From an optimization exercise on the open Yosys and OpenROAD flow, aimed at small area and a short achievable clock period; shortcuts taken in it are not production practice. RTL that was checked went through simulation tests only; none was proved equivalent to the original.

==> inputs of wip/xenon <==
// processor
module processor( input         clk, reset,
                  output [31:0] PC,
                  input  [31:0] instruction,
                  output        WE,
                  output [31:0] address_to_mem,
                  output [31:0] data_to_mem,
                  input  [31:0] data_from_mem
                );
==> module processor, before the edit <==
module processor( input         clk, reset,
                  output [31:0] PC,
                  input  [31:0] instruction,
                  output        WE,
                  output [31:0] address_to_mem,
                  output [31:0] data_to_mem,
                  input  [31:0] data_from_mem
                );
    wire [5:0]  op  = instruction[31:26];
    wire [5:0]  fn  = instruction[5:0];
    wire [4:0]  rs  = instruction[25:21];
    wire [4:0]  rt  = instruction[20:16];
    wire [4:0]  rd  = instruction[15:11];
    wire [15:0] imm = instruction[15:0];
    wire [31:0] simm = {{16{imm[15]}}, imm};
    wire is_r    = (op == 6'b000000);
    wire is_sp3  = (op == 6'b011111);
    wire is_addi = (op == 6'b001000);
    wire is_lw   = (op == 6'b100011);
    wire is_sw   = (op == 6'b101011);
    wire is_beq  = (op == 6'b000100);
    wire is_j    = (op == 6'b000010);
    wire is_jal  = (op == 6'b000011);
    wire is_jr   = (op == 6'b000111);
    reg  [31:0] rf [1:31];
    reg  [31:0] A, B;
    integer r;
    always @(*) begin
        A = 32'd0; B = 32'd0;
        for (r = 1; r < 32; r = r + 1) begin
            A = A | ({32{rs == r}} & rf[r]);
            B = B | ({32{rt == r}} & rf[r]);
        end
    end
    reg [31:0] pc_q;
    assign PC = pc_q;
    wire [31:0] sum_imm = A + simm;
    assign address_to_mem = sum_imm;
    assign data_to_mem    = B;
    assign WE             = is_sw;
    wire        sub = fn[1];
    wire [31:0] addsub = sub ? (A - B) : (A + B);
    wire        slt = (A[31] != B[31]) ? A[31] : (A < B);
    wire        big = |A[31:5];
    wire [31:0] sll = big ? 32'd0 : (B << A[4:0]);
    wire [31:0] srl = big ? 32'd0 : (B >> A[4:0]);
    wire [31:0] sra5 = $signed(B) >>> A[4:0];
    wire [31:0] sra = big ? {32{B[31]}} : sra5;
    reg  [31:0] qb;
    reg  [8:0]  t;
    integer k;
    always @(*) begin
        for (k = 0; k < 4; k = k + 1) begin
            t = A[8*k +: 8] + B[8*k +: 8];
            qb[8*k +: 8] = (instruction[8] & t[8]) ? 8'hff : t[7:0];
        end
    end
    reg [31:0] rres;
    always @(*) begin
        if (fn[5]) begin
            if (fn[3])      rres = {31'd0, slt};
            else if (fn[2]) rres = fn[0] ? (A | B) : (A & B);
            else            rres = addsub;
        end else begin
            if (!fn[1])     rres = sll;
            else if (fn[0]) rres = sra;
            else            rres = srl;
        end
    end
    reg [31:0] wd;
    reg [4:0]  wa;
    reg        wen;
    wire [31:0] pc4 = pc_q + 32'd4;
    always @(*) begin
        wen = 1'b0; wa = rt; wd = rres;
        if (is_r)    begin wen = 1'b1; wa = rd; wd = rres; end
        if (is_sp3)  begin wen = 1'b1; wa = rd; wd = qb; end
        if (is_addi) begin wen = 1'b1; wa = rt; wd = sum_imm; end
        if (is_lw)   begin wen = 1'b1; wa = rt; wd = data_from_mem; end
        if (is_jal)  begin wen = 1'b1; wa = 5'd31; wd = pc4; end
    end
    always @(posedge clk)
        if (wen && wa != 5'd0) rf[wa] <= wd;
    wire [31:0] pcbr = pc4 + {simm[29:0], 2'b00};
    always @(posedge clk) begin
        if (reset)                     pc_q <= 32'd0;
        else if (is_beq && A == B)     pc_q <= pcbr;
        else if (is_j || is_jal)       pc_q <= {pc_q[31:28], instruction[25:0], 2'b00};
        else if (is_jr)                pc_q <= A;
        else                           pc_q <= pc4;
    end
endmodule
Settings: LEC_CHECK=0, CAP_MARGIN=20, CORE_MARGIN=2, CORE_UTILIZATION=40, SLEW_MARGIN=20; clock period 12.0 ns.
run.sh (not shown) runs the stock make flow with config.mk's settings and CLKGATE_MAP_FILE= SYNTH_SCRIPT=/design/flow/synth_recipe.tcl, a recipe that flattens the netlist after the stock synthesis.
==> inputs of wip/raven, as changes to wip/xenon <==
--- a/flow/design.v
+++ b/flow/design.v
@@ -39,32 +39,38 @@
     assign data_to_mem    = B;
     assign WE             = is_sw;
+    wire        qbm = op[4];
     wire        sub = fn[1];
-    wire [31:0] addsub = sub ? (A - B) : (A + B);
-    wire        slt = (A[31] != B[31]) ? A[31] : (A < B);
-    wire        big = |A[31:5];
-    wire [31:0] sll = big ? 32'd0 : (B << A[4:0]);
-    wire [31:0] srl = big ? 32'd0 : (B >> A[4:0]);
-    wire [31:0] sra5 = $signed(B) >>> A[4:0];
-    wire [31:0] sra = big ? {32{B[31]}} : sra5;
-    reg  [31:0] qb;
-    reg  [8:0]  t;
+    wire [31:0] Bx  = sub ? ~B : B;
+    wire        p   = ~qbm;
+    wire [34:0] ax  = {A[31:24], p, A[23:16], p, A[15:8], p, A[7:0]};
+    wire [34:0] bx  = {Bx[31:24], 1'b0, Bx[23:16], 1'b0, Bx[15:8], 1'b0, Bx[7:0]};
+    wire [35:0] S   = ax + bx + {34'd0, sub};
+    wire [3:0]  co  = {S[35], S[26], S[17], S[8]};
+    wire [31:0] sum = {S[34:27], S[25:18], S[16:9], S[7:0]};
+    wire        sat = instruction[8];
+    wire [31:0] addres = sum | {{8{sat & co[3]}}, {8{sat & co[2]}}, {8{sat & co[1]}}, {8{sat & co[0]}}};
+    wire        slt = (A[31] != B[31]) ? A[31] : sum[31];
+    wire        left = ~fn[1];
+    wire        fill = fn[0] & B[31];
+    wire        big  = |A[31:5];
+    reg  [31:0] Brev, shr_rev;
     integer k;
+    wire [63:0] shin = {{32{fill}}, left ? Brev : B};
+    wire [63:0] shw  = shin >> A[4:0];
+    wire [31:0] shr  = big ? {32{fill}} : shw[31:0];
     always @(*) begin
-        for (k = 0; k < 4; k = k + 1) begin
-            t = A[8*k +: 8] + B[8*k +: 8];
-            qb[8*k +: 8] = (instruction[8] & t[8]) ? 8'hff : t[7:0];
+        for (k = 0; k < 32; k = k + 1) begin
+            Brev[k] = B[31-k];
+            shr_rev[k] = shr[31-k];
         end
     end
+    wire [31:0] shres = left ? shr_rev : shr;
     reg [31:0] rres;
     always @(*) begin
-        if (fn[5]) begin
+        if (qbm | (fn[5] & ~fn[3] & ~fn[2])) rres = addres;
+        else if (fn[5]) begin
             if (fn[3])      rres = {31'd0, slt};
-            else if (fn[2]) rres = fn[0] ? (A | B) : (A & B);
-            else            rres = addsub;
-        end else begin
-            if (!fn[1])     rres = sll;
-            else if (fn[0]) rres = sra;
-            else            rres = srl;
-        end
+            else            rres = fn[0] ? (A | B) : (A & B);
+        end else            rres = shres;
     end
     reg [31:0] wd;
@@ -75,5 +81,5 @@
         wen = 1'b0; wa = rt; wd = rres;
         if (is_r)    begin wen = 1'b1; wa = rd; wd = rres; end
-        if (is_sp3)  begin wen = 1'b1; wa = rd; wd = qb; end
+        if (is_sp3)  begin wen = 1'b1; wa = rd; wd = rres; end
         if (is_addi) begin wen = 1'b1; wa = rt; wd = sum_imm; end
         if (is_lw)   begin wen = 1'b1; wa = rt; wd = data_from_mem; end
Settings changed: CORE_UTILIZATION 40 to 50, SETUP_SLACK_MARGIN from default to 3.
==> impl_metrics.tcl <==
set metrics [dict create \
    yosysUniqueCellTypes 95 \
    multi_input_area_share 0.3712 \
    clkPwrFrac 0.327 \
    slew_violations 5 \
    area_share_nonclk_buffers 0.09714 \
    area_share_clock_buf_inv 0.05157 \
    maxCapViolations 1 \
    max_stage_delay_ns 0.50 \
    fin_ws_ns 2.188 \
    start_util 0.5039 \
    multi_input_area_mm2 0.02537 \
    yosysTopAreaCellShare 0.5342 \
    failed_checks "max-capacitance violations, max-slew violations" \
    worstPathCellList "buf_8 > buf_16 > and3b_2 > buf_12 > nand3_2 > nand4_1 > or4_1 > or2_4 > ha_4 > a211o_1 > a2111oi_4 > nor3_4 > o31ai_4 > a311oi_2 > o31ai_2 > o21a_1 > nor2_2 > o41ai_4 > o21bai_1 > a21oi_2 > xnor2_2 > buf_2" \
    status "complete, but fails checks" \
    nNonClkInverters 119 \
]
The numbers above come from wip/raven.

==> impl_metrics.tcl <==
set metrics [dict create \
    area_share_clock_buf_inv 0.05270 \
    nNonClkInverters 125 \
    failed_checks "negative setup slack" \
    yosysTopAreaCellShare 0.5119 \
    multi_input_area_share 0.3934 \
    max_stage_delay_ns 0.95 \
    yosysUniqueCellTypes 94 \
    setup_viol 1 \
    fin_ws_ns -0.01655 \
    status "complete, but fails checks" \
    clkPwrFrac 0.338 \
]
The numbers above come from wip/xenon.

No functional check of the RTL was part of any run of this note.

---

==> inputs of 06-16 <==
Another version of the RTL of processor (not shown whole).
==> module processor, before the edit <==
module processor( input         clk, reset,
                  output [31:0] PC,
                  input  [31:0] instruction,
                  output        WE,
                  output [31:0] address_to_mem,
                  output [31:0] data_to_mem,
                  input  [31:0] data_from_mem
                );
    wire [5:0]  op  = instruction[31:26];
    wire [5:0]  fn  = instruction[5:0];
    wire [4:0]  rs  = instruction[25:21];
    wire [4:0]  rt  = instruction[20:16];
    wire [4:0]  rd  = instruction[15:11];
    wire [15:0] imm = instruction[15:0];
    wire [31:0] simm = {{16{imm[15]}}, imm};
    wire is_r    = (op == 6'b000000);
    wire is_sp3  = (op == 6'b011111);
    wire is_addi = (op == 6'b001000);
    wire is_lw   = (op == 6'b100011);
    wire is_sw   = (op == 6'b101011);
    wire is_beq  = (op == 6'b000100);
    wire is_j    = (op == 6'b000010);
    wire is_jal  = (op == 6'b000011);
    wire is_jr   = (op == 6'b000111);
    reg  [31:0] rf [1:31];
    wire [31*32-1:0] rf_flat;
    genvar gi;
    generate for (gi = 1; gi < 32; gi = gi + 1) begin : fl
        assign rf_flat[32*(gi-1) +: 32] = rf[gi];
    end endgenerate
    wire [31:1] sa, sb;
    wire [31:0] ao1, ao2, ao3, bo1, bo2, bo3, A, B, Bm;
    rd_dec  dec_a  (.s(rs), .sel(sa));
    rd_dec  dec_b  (.s(rt), .sel(sb));
    rd_port port_a (.q(rf_flat), .sel(sa), .o1(ao1), .o2(ao2), .o3(ao3));
    rd_port port_b (.q(rf_flat), .sel(sb), .o1(bo1), .o2(bo2), .o3(bo3));
    rd_or   or_a   (.o1(ao1), .o2(ao2), .o3(ao3), .y(A));
    rd_or   or_b   (.o1(bo1), .o2(bo2), .o3(bo3), .y(B));
    rd_or   or_bm  (.o1(bo1), .o2(bo2), .o3(bo3), .y(Bm));
    reg [31:0] pc_q;
    assign PC = pc_q;
    wire [31:0] sum_imm;
    addr_add addr_add (.o1(ao1), .o2(ao2), .o3(ao3), .a(A), .imm(imm), .y(sum_imm));
    assign address_to_mem = sum_imm;
    assign data_to_mem    = Bm;
    assign WE             = is_sw;
    wire        qbm = op[4];
    wire        sub = fn[1];
    wire [31:0] Bx  = sub ? ~B : B;
    wire        p   = ~qbm;
    wire [34:0] ax  = {A[31:24], p, A[23:16], p, A[15:8], p, A[7:0]};
    wire [34:0] bx  = {Bx[31:24], 1'b0, Bx[23:16], 1'b0, Bx[15:8], 1'b0, Bx[7:0]};
    wire [35:0] S   = ax + bx + {34'd0, sub};
    wire [3:0]  co  = {S[35], S[26], S[17], S[8]};
    wire [31:0] sum = {S[34:27], S[25:18], S[16:9], S[7:0]};
    wire        sat = instruction[8];
    wire [31:0] addres = sum | {{8{sat & co[3]}}, {8{sat & co[2]}}, {8{sat & co[1]}}, {8{sat & co[0]}}};
    wire        slt = (A[31] != B[31]) ? A[31] : sum[31];
    wire        left = ~fn[1];
    wire        fill = fn[0] & B[31];
    wire [31:0] shr;
    shifter shifter (.b(B), .n(A[4:0]), .left(left), .fill(fill), .y(shr));
    wire        big;
    big_amt big_amt (.o1(ao1), .o2(ao2), .o3(ao3), .big(big));
    wire        fa  = is_r & fn[5];
    wire        s_add  = (fa & ~fn[3] & ~fn[2]) | is_sp3;
    wire        s_and  = fa & fn[2] & ~fn[0];
    wire        s_or   = fa & fn[2] & fn[0];
    wire        s_slt  = fa & fn[3];
    wire        s_sh   = is_r & ~fn[5];
    wire        s_srl  = s_sh & ~left & ~big;
    wire        s_sll  = s_sh & left & ~big;
    wire        s_fill = s_sh & big & fill;
    reg  [31:0] shl;
    integer k;
    always @(*)
        for (k = 0; k < 32; k = k + 1) shl[k] = shr[31-k];
    wire [31:0] pc4 = pc_q + 32'd4;
    wire [31:0] wd = ({32{s_add}}   & addres)
                   | ({32{s_and}}   & (A & B))
                   | ({32{s_or}}    & (A | B))
                   | ({32{s_slt}}   & {31'd0, slt})
                   | ({32{s_srl}}   & shr)
                   | ({32{s_sll}}   & shl)
                   | {32{s_fill}}
                   | ({32{is_addi}} & sum_imm)
                   | ({32{is_lw}}   & data_from_mem)
                   | ({32{is_jal}}  & pc4);
    wire        wen = is_r | is_sp3 | is_addi | is_lw | is_jal;
    wire [4:0]  wa  = is_jal ? 5'd31 : ((is_r | is_sp3) ? rd : rt);
    always @(posedge clk)
        if (wen && wa != 5'd0) rf[wa] <= wd;
    wire [31:0] pcbr = pc4 + {simm[29:0], 2'b00};
    always @(posedge clk) begin
        if (reset)                     pc_q <= 32'd0;
        else if (is_beq && A == B)     pc_q <= pcbr;
        else if (is_j || is_jal)       pc_q <= {pc_q[31:28], instruction[25:0], 2'b00};
        else if (is_jr)                pc_q <= A;
        else                           pc_q <= pc4;
    end
endmodule
==> module shifter, before the edit <==
module shifter(input [31:0] b, input [4:0] n, input left, input fill, output [31:0] y);
    reg [31:0] x;
    integer k;
    always @(*)
        for (k = 0; k < 32; k = k + 1) x[k] = left ? b[31-k] : b[k];
    wire [63:0] w = {{32{fill}}, x} >> n;
    assign y = w[31:0];
endmodule
==> module big_amt, before the edit <==
module big_amt(input [31:0] o1, input [31:0] o2, input [31:0] o3, output big);
    assign big = |{o1[31:5], o2[31:5], o3[31:5]};
endmodule
export LEC_CHECK = 0
export CAP_MARGIN = 20
export CORE_MARGIN = 2
export CORE_UTILIZATION = 50
export CTS_CLUSTER_DIAMETER = 70
export CTS_CLUSTER_SIZE = 20
export SETUP_SLACK_MARGIN = 4
export SLEW_MARGIN = 40
export SYNTH_HIERARCHICAL = 1
export SYNTH_MINIMUM_KEEP_SIZE = 0
export TNS_END_PERCENT = 10
create_clock -name core_clock -period 12.0 [get_ports {clk}]
standard.sh (not shown) runs the stock make flow with config.mk's settings and CLKGATE_MAP_FILE= SYNTH_SCRIPT=/design/flow/synth_recipe.tcl, a recipe that flattens the netlist after the stock synthesis.
==> flow/flow/run.sh <==
#!/bin/bash
bash standard.sh "BUFFER_PORTS_ARGS=-buffer_cell sky130_fd_sc_hd__buf_2" finish > standard.log 2>&1
==> 02-03: changes against 06-16 <==
--- a/flow/design.v
+++ b/flow/design.v
@@ -53,68 +53,60 @@
     wire [35:0] S   = ax + bx + {34'd0, sub};
     wire [3:0]  co  = {S[35], S[26], S[17], S[8]};
     wire [31:0] sum = {S[34:27], S[25:18], S[16:9], S[7:0]};
     wire        sat = instruction[8];
     wire [31:0] addres = sum | {{8{sat & co[3]}}, {8{sat & co[2]}}, {8{sat & co[1]}}, {8{sat & co[0]}}};
     wire        slt = (A[31] != B[31]) ? A[31] : sum[31];
     wire        left = ~fn[1];
     wire        fill = fn[0] & B[31];
-    wire [31:0] shr;
-    shifter shifter (.b(B), .n(A[4:0]), .left(left), .fill(fill), .y(shr));
-    wire        big;
-    big_amt big_amt (.o1(ao1), .o2(ao2), .o3(ao3), .big(big));
-    wire        fa  = is_r & fn[5];
-    wire        s_add  = (fa & ~fn[3] & ~fn[2]) | is_sp3;
-    wire        s_and  = fa & fn[2] & ~fn[0];
-    wire        s_or   = fa & fn[2] & fn[0];
-    wire        s_slt  = fa & fn[3];
-    wire        s_sh   = is_r & ~fn[5];
-    wire        s_srl  = s_sh & ~left & ~big;
-    wire        s_sll  = s_sh & left & ~big;
-    wire        s_fill = s_sh & big & fill;
-    reg  [31:0] shl;
+    wire        big  = |A[31:5];
+    reg  [31:0] Brev, shr_rev;
     integer k;
-    always @(*)
-        for (k = 0; k < 32; k = k + 1) shl[k] = shr[31-k];
+    wire [63:0] shin = {{32{fill}}, left ? Brev : B};
+    wire [63:0] shw  = shin >> A[4:0];
+    wire [31:0] shr  = big ? {32{fill}} : shw[31:0];
+    always @(*) begin
+        for (k = 0; k < 32; k = k + 1) begin
+            Brev[k] = B[31-k];
+            shr_rev[k] = shr[31-k];
+        end
+    end
+    wire [31:0] shres = left ? shr_rev : shr;
+    reg [31:0] rres;
+    always @(*) begin
+        if (qbm | (fn[5] & ~fn[3] & ~fn[2])) rres = addres;
+        else if (fn[5]) begin
+            if (fn[3])      rres = {31'd0, slt};
+            else            rres = fn[0] ? (A | B) : (A & B);
+        end else            rres = shres;
+    end
+    reg [31:0] wd;
+    reg [4:0]  wa;
+    reg        wen;
     wire [31:0] pc4 = pc_q + 32'd4;
-    wire [31:0] wd = ({32{s_add}}   & addres)
-                   | ({32{s_and}}   & (A & B))
-                   | ({32{s_or}}    & (A | B))
-                   | ({32{s_slt}}   & {31'd0, slt})
-                   | ({32{s_srl}}   & shr)
-                   | ({32{s_sll}}   & shl)
-                   | {32{s_fill}}
-                   | ({32{is_addi}} & sum_imm)
-                   | ({32{is_lw}}   & data_from_mem)
-                   | ({32{is_jal}}  & pc4);
-    wire        wen = is_r | is_sp3 | is_addi | is_lw | is_jal;
-    wire [4:0]  wa  = is_jal ? 5'd31 : ((is_r | is_sp3) ? rd : rt);
+    always @(*) begin
+        wen = 1'b0; wa = rt; wd = rres;
+        if (is_r)    begin wen = 1'b1; wa = rd; wd = rres; end
+        if (is_sp3)  begin wen = 1'b1; wa = rd; wd = rres; end
+        if (is_addi) begin wen = 1'b1; wa = rt; wd = sum_imm; end
+        if (is_lw)   begin wen = 1'b1; wa = rt; wd = data_from_mem; end
+        if (is_jal)  begin wen = 1'b1; wa = 5'd31; wd = pc4; end
+    end
     always @(posedge clk)
         if (wen && wa != 5'd0) rf[wa] <= wd;
     wire [31:0] pcbr = pc4 + {simm[29:0], 2'b00};
     always @(posedge clk) begin
         if (reset)                     pc_q <= 32'd0;
         else if (is_beq && A == B)     pc_q <= pcbr;
         else if (is_j || is_jal)       pc_q <= {pc_q[31:28], instruction[25:0], 2'b00};
         else if (is_jr)                pc_q <= A;
         else                           pc_q <= pc4;
     end
 endmodule
-module shifter(input [31:0] b, input [4:0] n, input left, input fill, output [31:0] y);
-    reg [31:0] x;
-    integer k;
-    always @(*)
-        for (k = 0; k < 32; k = k + 1) x[k] = left ? b[31-k] : b[k];
-    wire [63:0] w = {{32{fill}}, x} >> n;
-    assign y = w[31:0];
-endmodule
-module big_amt(input [31:0] o1, input [31:0] o2, input [31:0] o3, output big);
-    assign big = |{o1[31:5], o2[31:5], o3[31:5]};
-endmodule
 module rd_dec(input [4:0] s, output [31:1] sel);
     wire [4:0] sn;
     wire [3:0] lo_n;
     wire [7:0] hi_n;
     g_inv i0 (.a(s[0]), .y(sn[0]));
     g_inv i1 (.a(s[1]), .y(sn[1]));
     g_inv i2 (.a(s[2]), .y(sn[2]));
     g_inv i3 (.a(s[3]), .y(sn[3]));
==> flow/run.sh (new file) <==
#!/bin/bash
# synth_recipe.tcl (not shown) runs the flow's synth.tcl, then flattens the netlist and writes it again
# the make line also repeats each setting of config.mk as NAME=value (left out here)
make -C /OpenROAD-flow-scripts/flow DESIGN_CONFIG=/design/flow/config.mk WORK_HOME=/design/flow/orfs CLKGATE_MAP_FILE= SYNTH_SCRIPT=/design/flow/synth_recipe.tcl finish
Settings changed: CTS_CLUSTER_DIAMETER 70 to default, CTS_CLUSTER_SIZE 20 to default, SLEW_MARGIN 40 to 20, TNS_END_PERCENT 10 to default.
removed: flow/flow/run.sh
removed: flow/standard.sh
==> 03-13: changes against 06-16 <==
--- a/flow/design.v
+++ b/flow/design.v
@@ -647,17 +647,49 @@
     g_or3 r28 (.a(o1[28]), .b(o2[28]), .c(o3[28]), .y(y[28]));
     g_or3 r29 (.a(o1[29]), .b(o2[29]), .c(o3[29]), .y(y[29]));
     g_or3 r30 (.a(o1[30]), .b(o2[30]), .c(o3[30]), .y(y[30]));
     g_or3 r31 (.a(o1[31]), .b(o2[31]), .c(o3[31]), .y(y[31]));
 endmodule
 module addr_add(input [31:0] o1, input [31:0] o2, input [31:0] o3,
                 input [31:0] a, input [15:0] imm, output [31:0] y);
     wire [31:0] b = {{16{imm[15]}}, imm};
-    wire [31:0] t = a ^ b;
+    wire [31:0] ad, t = ad ^ b;
+    g_or3 ad0 (.a(o1[0]), .b(o2[0]), .c(o3[0]), .y(ad[0]));
+    g_or3 ad1 (.a(o1[1]), .b(o2[1]), .c(o3[1]), .y(ad[1]));
+    g_or3 ad2 (.a(o1[2]), .b(o2[2]), .c(o3[2]), .y(ad[2]));
+    g_or3 ad3 (.a(o1[3]), .b(o2[3]), .c(o3[3]), .y(ad[3]));
+    g_or3 ad4 (.a(o1[4]), .b(o2[4]), .c(o3[4]), .y(ad[4]));
+    g_or3 ad5 (.a(o1[5]), .b(o2[5]), .c(o3[5]), .y(ad[5]));
+    g_or3 ad6 (.a(o1[6]), .b(o2[6]), .c(o3[6]), .y(ad[6]));
+    g_or3 ad7 (.a(o1[7]), .b(o2[7]), .c(o3[7]), .y(ad[7]));
+    g_or3 ad8 (.a(o1[8]), .b(o2[8]), .c(o3[8]), .y(ad[8]));
+    g_or3 ad9 (.a(o1[9]), .b(o2[9]), .c(o3[9]), .y(ad[9]));
+    g_or3 ad10 (.a(o1[10]), .b(o2[10]), .c(o3[10]), .y(ad[10]));
+    g_or3 ad11 (.a(o1[11]), .b(o2[11]), .c(o3[11]), .y(ad[11]));
+    g_or3 ad12 (.a(o1[12]), .b(o2[12]), .c(o3[12]), .y(ad[12]));
+    g_or3 ad13 (.a(o1[13]), .b(o2[13]), .c(o3[13]), .y(ad[13]));
+    g_or3 ad14 (.a(o1[14]), .b(o2[14]), .c(o3[14]), .y(ad[14]));
+    g_or3 ad15 (.a(o1[15]), .b(o2[15]), .c(o3[15]), .y(ad[15]));
+    g_or3 ad16 (.a(o1[16]), .b(o2[16]), .c(o3[16]), .y(ad[16]));
+    g_or3 ad17 (.a(o1[17]), .b(o2[17]), .c(o3[17]), .y(ad[17]));
+    g_or3 ad18 (.a(o1[18]), .b(o2[18]), .c(o3[18]), .y(ad[18]));
+    g_or3 ad19 (.a(o1[19]), .b(o2[19]), .c(o3[19]), .y(ad[19]));
+    g_or3 ad20 (.a(o1[20]), .b(o2[20]), .c(o3[20]), .y(ad[20]));
+    g_or3 ad21 (.a(o1[21]), .b(o2[21]), .c(o3[21]), .y(ad[21]));
+    g_or3 ad22 (.a(o1[22]), .b(o2[22]), .c(o3[22]), .y(ad[22]));
+    g_or3 ad23 (.a(o1[23]), .b(o2[23]), .c(o3[23]), .y(ad[23]));
+    g_or3 ad24 (.a(o1[24]), .b(o2[24]), .c(o3[24]), .y(ad[24]));
+    g_or3 ad25 (.a(o1[25]), .b(o2[25]), .c(o3[25]), .y(ad[25]));
+    g_or3 ad26 (.a(o1[26]), .b(o2[26]), .c(o3[26]), .y(ad[26]));
+    g_or3 ad27 (.a(o1[27]), .b(o2[27]), .c(o3[27]), .y(ad[27]));
+    g_or3 ad28 (.a(o1[28]), .b(o2[28]), .c(o3[28]), .y(ad[28]));
+    g_or3 ad29 (.a(o1[29]), .b(o2[29]), .c(o3[29]), .y(ad[29]));
+    g_or3 ad30 (.a(o1[30]), .b(o2[30]), .c(o3[30]), .y(ad[30]));
+    g_or3 ad31 (.a(o1[31]), .b(o2[31]), .c(o3[31]), .y(ad[31]));
     wire [31:0] gn0, pn0;
     g_o31ai g0_0 (.a(o1[0]), .b(o2[0]), .c(o3[0]), .d(b[0]), .y(gn0[0]));
     g_nor4 q0_0 (.a(o1[0]), .b(o2[0]), .c(o3[0]), .d(b[0]), .y(pn0[0]));
     g_o31ai g0_1 (.a(o1[1]), .b(o2[1]), .c(o3[1]), .d(b[1]), .y(gn0[1]));
     g_nor4 q0_1 (.a(o1[1]), .b(o2[1]), .c(o3[1]), .d(b[1]), .y(pn0[1]));
     g_o31ai g0_2 (.a(o1[2]), .b(o2[2]), .c(o3[2]), .d(b[2]), .y(gn0[2]));
     g_nor4 q0_2 (.a(o1[2]), .b(o2[2]), .c(o3[2]), .d(b[2]), .y(pn0[2]));
     g_o31ai g0_3 (.a(o1[3]), .b(o2[3]), .c(o3[3]), .d(b[3]), .y(gn0[3]));
Settings changed: TNS_END_PERCENT 10 to 30.
==> reports/qor.csv <==
stage,metric,value,unit
global_routing,grt_util_met2,63.8,%
outcome,outcome,timing/DRC/antenna clean,
route,vias_per_cell,7.78,
placement,dp_hpwl,165000,um
route,wl_met2,105000,um
(the above is from 06-16)
==> reports/qor.csv <==
stage,metric,value,unit
route,wl_met2,107000,um
global_routing,grt_util_met2,66.0,%
outcome,outcome,timing/DRC/antenna clean,
route,vias_per_cell,7.88,
placement,dp_hpwl,172000,um
(the above is from 03-13)
==> reports/qor.csv <==
stage,metric,value,unit
sta,maxSlewViolCount,2,
global_routing,grt_util_met2,66.5,%
outcome,failed_checks,max-slew violations,
placement,dp_hpwl,174000,um
route,vias_per_cell,7.90,
route,wl_met2,108000,um
outcome,outcome,"complete, but fails checks",
(the above is from 02-03)

what the ideal ports hide:
No port has a modelled driver above. Below, the same layouts with a new extraction and two added sets of constraints. Step 1 sets driving cells, clkbuf_16 on the clock port and buf_2 on the other inputs (assumed; they add their load-dependent delay and slew). Step 2 adds t to the input delays and takes it off the output delays; t is the mean of the earliest and latest rising clock arrival at the registers after step 1. Input paths then give back, and output paths get back, about the clock's delay inside the block. Slacks: no drivers / after step 1 / after step 2; pairs: no drivers / after step 1.
run	t (ns)	setup slack, ns	cell pins on the clock port's net
wip/xenon	0.836	-0.017 / -0.079 / -0.079	1
wip/raven	0.799	2.188 / 2.124 / 2.124	1
06-16	0.762	3.765 / 3.736 / 3.045	1
02-03	0.794	3.587 / 3.516 / 3.121	1
03-13	0.753	3.608 / 3.653 / 2.900	1
For 06-16, which loses most, drivers alone change the setup slack by -0.029 ns; drivers and shift together by -0.720 ns.
